Context: an optimization exercise on an open-source flow, tuned for small area, a short achievable clock period and few clock cycles. The choices shown serve that exercise and are no tape-out recipe.
Function was checked by simulation only, so behaviour that the tests miss may differ from the original.
Power figures rest on the tool's default switching activity, not on a simulated workload.

## seq_core
module seq_core(
    input              rst,    
    input              clk,
    output reg [(10)-1:0] pc,
    input  [(16)-1:0] instruction,
    output             read,
    output             write,
    output [(10)-1:0] address,
    input  [(32)-1:0] data_in,
    output [(32)-1:0] data_out,
    output             halted
);
clock: 8.5 ns
lec_check: 0
cap_margin: 20
core_margin: 2
core_utilization: 40
place_density: 0.6
setup_slack_margin: 5
slew_margin: 20
standard.sh (not shown) runs the stock make flow with config.mk's settings and CLKGATE_MAP_FILE= SYNTH_SCRIPT=/design/flow/synth_recipe.tcl, a recipe that flattens the netlist after the stock synthesis.
==> flow/flow/run.sh <==
#!/bin/bash
# The standard ORFS layout, with plain buf_2 port buffers instead of the
# default delay-cell buffers, and a clock tree of clkbuf_16 with sink
# clusters of up to 20 flip-flops and no dummy loads.
set -euo pipefail
bash standard.sh 'BUFFER_PORTS_ARGS=-buffer_cell sky130_fd_sc_hd__buf_2' \
  'CTS_ARGS=-sink_clustering_enable -repair_clock_nets -dont_use_dummy_load -buf_list sky130_fd_sc_hd__clkbuf_16 -sink_clustering_size 20 -sink_clustering_max_diameter 150' \
  finish > standard.log 2>&1
Testbench counts at the start, summed over its fixed seeds: cycles 19,978.
Rerun with:
==> flow/flow/run.sh (replaced) <==
#!/bin/bash
# The standard ORFS layout, with plain buffers on the ports instead of the
# default delay-cell buffers, and a clock tree of clkbuf_8 without dummy loads.
set -euo pipefail
bash standard.sh 'BUFFER_PORTS_ARGS=-buffer_cell sky130_fd_sc_hd__buf_2' \
  'CTS_ARGS=-sink_clustering_enable -repair_clock_nets -dont_use_dummy_load -buf_list sky130_fd_sc_hd__clkbuf_8' \
  finish > standard.log 2>&1
CORE_UTILIZATION = 50   (was 40)
PLACE_DENSITY = 0.65   (was 0.6)
Outcome:
- The new run finished clean
- count of clock-buffer cells in the layout rose by 38
- final cell count fell by a few percent
- sequential power is about the same
- power rose by a few percent
- core utilization rose by 11 points
- worst hold slack loses 0.020 ns
- non-clock buffer count fell by 19
- synthesized area is unchanged
- via count rose slightly
- register-to-register slack gains 0.16 ns

========
violet:
seq_core again, from the RTL that the note above started with.
==> flow/config.mk <==
export PLATFORM = sky130hd
export DESIGN_NAME = seq_core
export DESIGN_NICKNAME = seq_core
export VERILOG_FILES = /design/flow/design.v
export SDC_FILE = /design/flow/constraint.sdc
export NUM_CORES = 4
export LEC_CHECK = 0
export CAP_MARGIN = 20
export CORE_MARGIN = 2
export CORE_UTILIZATION = 50
export PLACE_DENSITY = 0.75
export SETUP_SLACK_MARGIN = 5
export SLEW_MARGIN = 20
==> flow/constraint.sdc <==
create_clock -name core_clock -period 8.5 [get_ports {clk}]
set_input_delay 1.7000 -clock core_clock [delete_from_list [all_inputs] [get_ports {clk}]]
set_output_delay 1.7000 -clock core_clock [all_outputs]
set_load 0.01 [all_outputs]
==> flow/flow/run.sh <==
#!/bin/bash
# The standard ORFS layout, with plain buffers on the ports instead of the
# default delay-cell buffers, and a clock tree of clkbuf_8 without dummy loads.
set -euo pipefail
bash standard.sh 'BUFFER_PORTS_ARGS=-buffer_cell sky130_fd_sc_hd__buf_2' \
  'CTS_ARGS=-sink_clustering_enable -repair_clock_nets -dont_use_dummy_load -buf_list sky130_fd_sc_hd__clkbuf_8' \
  finish > standard.log 2>&1
Testbench counts of violet, summed over its fixed seeds: cycles 19,978.
> inputs changed (violet -> ember)
# violet
export LEC_CHECK = 0
export CAP_MARGIN = 20
export CORE_MARGIN = 2
export CORE_UTILIZATION = 50
export PLACE_DENSITY = 0.75
export SETUP_SLACK_MARGIN = 5
export SLEW_MARGIN = 20
create_clock -name core_clock -period 8.5 [get_ports {clk}]
# ember
export LEC_CHECK = 0
export CAP_MARGIN = 20
export CORE_MARGIN = 2
export CORE_UTILIZATION = 40
export PLACE_DENSITY = 0.6
export SETUP_SLACK_MARGIN = 5
export SLEW_MARGIN = 20
create_clock -name core_clock -period 8.5 [get_ports {clk}]
### Flow results
Re net switching power of the design: ember is 2.8% up on violet. Side by side, number of buffers and inverters on the critical path turned out higher in ember than in violet. Sort ember and violet by routing usage on met2 desc -> top: violet. Synthesized area: ember vs violet identical. Area overhead of the layout relative to synthesis (lower): violet. Final-layout fill cell count in ember vs violet: up 1525.
Setup changes, ember to fjord
# ember
export LEC_CHECK = 0
export CAP_MARGIN = 20
export CORE_MARGIN = 2
export CORE_UTILIZATION = 40
export PLACE_DENSITY = 0.6
export SETUP_SLACK_MARGIN = 5
export SLEW_MARGIN = 20
create_clock -name core_clock -period 8.5 [get_ports {clk}]
# fjord
export LEC_CHECK = 0
export CAP_MARGIN = 20
export CORE_MARGIN = 2
export CORE_UTILIZATION = 40
export PLACE_DENSITY = 0.6
export SLEW_MARGIN = 20
create_clock -name core_clock -period 8.5 [get_ports {clk}]
==> flow/flow/run.sh <==
#!/bin/bash
# The standard ORFS layout, with plain buf_2 port buffers instead of the
# default delay-cell buffers, a clock tree of clkbuf_8 without dummy loads,
# and timing repair aiming 5.25 ns below the clock period.
set -euo pipefail
bash standard.sh 'BUFFER_PORTS_ARGS=-buffer_cell sky130_fd_sc_hd__buf_2' \
  'CTS_ARGS=-sink_clustering_enable -repair_clock_nets -dont_use_dummy_load -buf_list sky130_fd_sc_hd__clkbuf_8' \
  SETUP_SLACK_MARGIN=5.25 finish > standard.log 2>&1
--- outcome ---
The fraction of area in multi-input gates of fjord falls short of that of ember by 1.2 points.
fjord reports a higher global-route usage than ember does.
fjord has sequential fraction of total cell area below what ember had.
The run showing the smaller violation count after the first detailed-routing iteration is ember.
fjord vs. ember: cell count of the worst reg-to-reg path fell by 1; total power rose by 31 uW; depth of the critical timing path with buffers and inverters included fell by 1.
Going from ember to fjord, the share of total power in combinational logic was found to have gone up by 1.9 points.
Compared with ember, placement density in the core of fjord is higher.
The smallest setup slack after layout of fjord falls short of that of ember by 0.023 ns.

## what the ideal ports hide
The results above use ideal ports. As a check the final layouts listed here were re-extracted and re-timed, cells and wires unchanged.
Step 1: set_driving_cell puts a clkbuf_16 on clk and a buf_2 on each other input, an assumption about the parent block.
Step 2 also shifts input and output timing later by t, the mid clock arrival at the registers, as if the neighbouring blocks saw the same clock.
a / b / c = ideal ports / drivers / drivers and shift; a / b = the first two.
run	t (ns)	setup WS [ns]	hold WS [ns]	worst data-port slew with drivers (ns)
the first run of note 1	0.610	4.843 / 4.843 / 4.441	0.492 / 0.492 / 0.492	0.06
the second run of note 1	0.694	4.998 / 4.998 / 4.343	0.473 / 0.473 / 0.473	0.04
violet	0.701	4.913 / 4.913 / 4.321	0.481 / 0.481 / 0.481	0.05
ember	0.701	4.959 / 4.959 / 4.342	0.485 / 0.485 / 0.485	0.06
fjord	0.661	4.935 / 4.935 / 4.544	0.490 / 0.490 / 0.490	0.07
After both steps setup and hold are still met in every run listed. For the second run of note 1, which loses most, drivers alone change the setup slack by 0.000 ns; drivers and shift together by -0.655 ns.
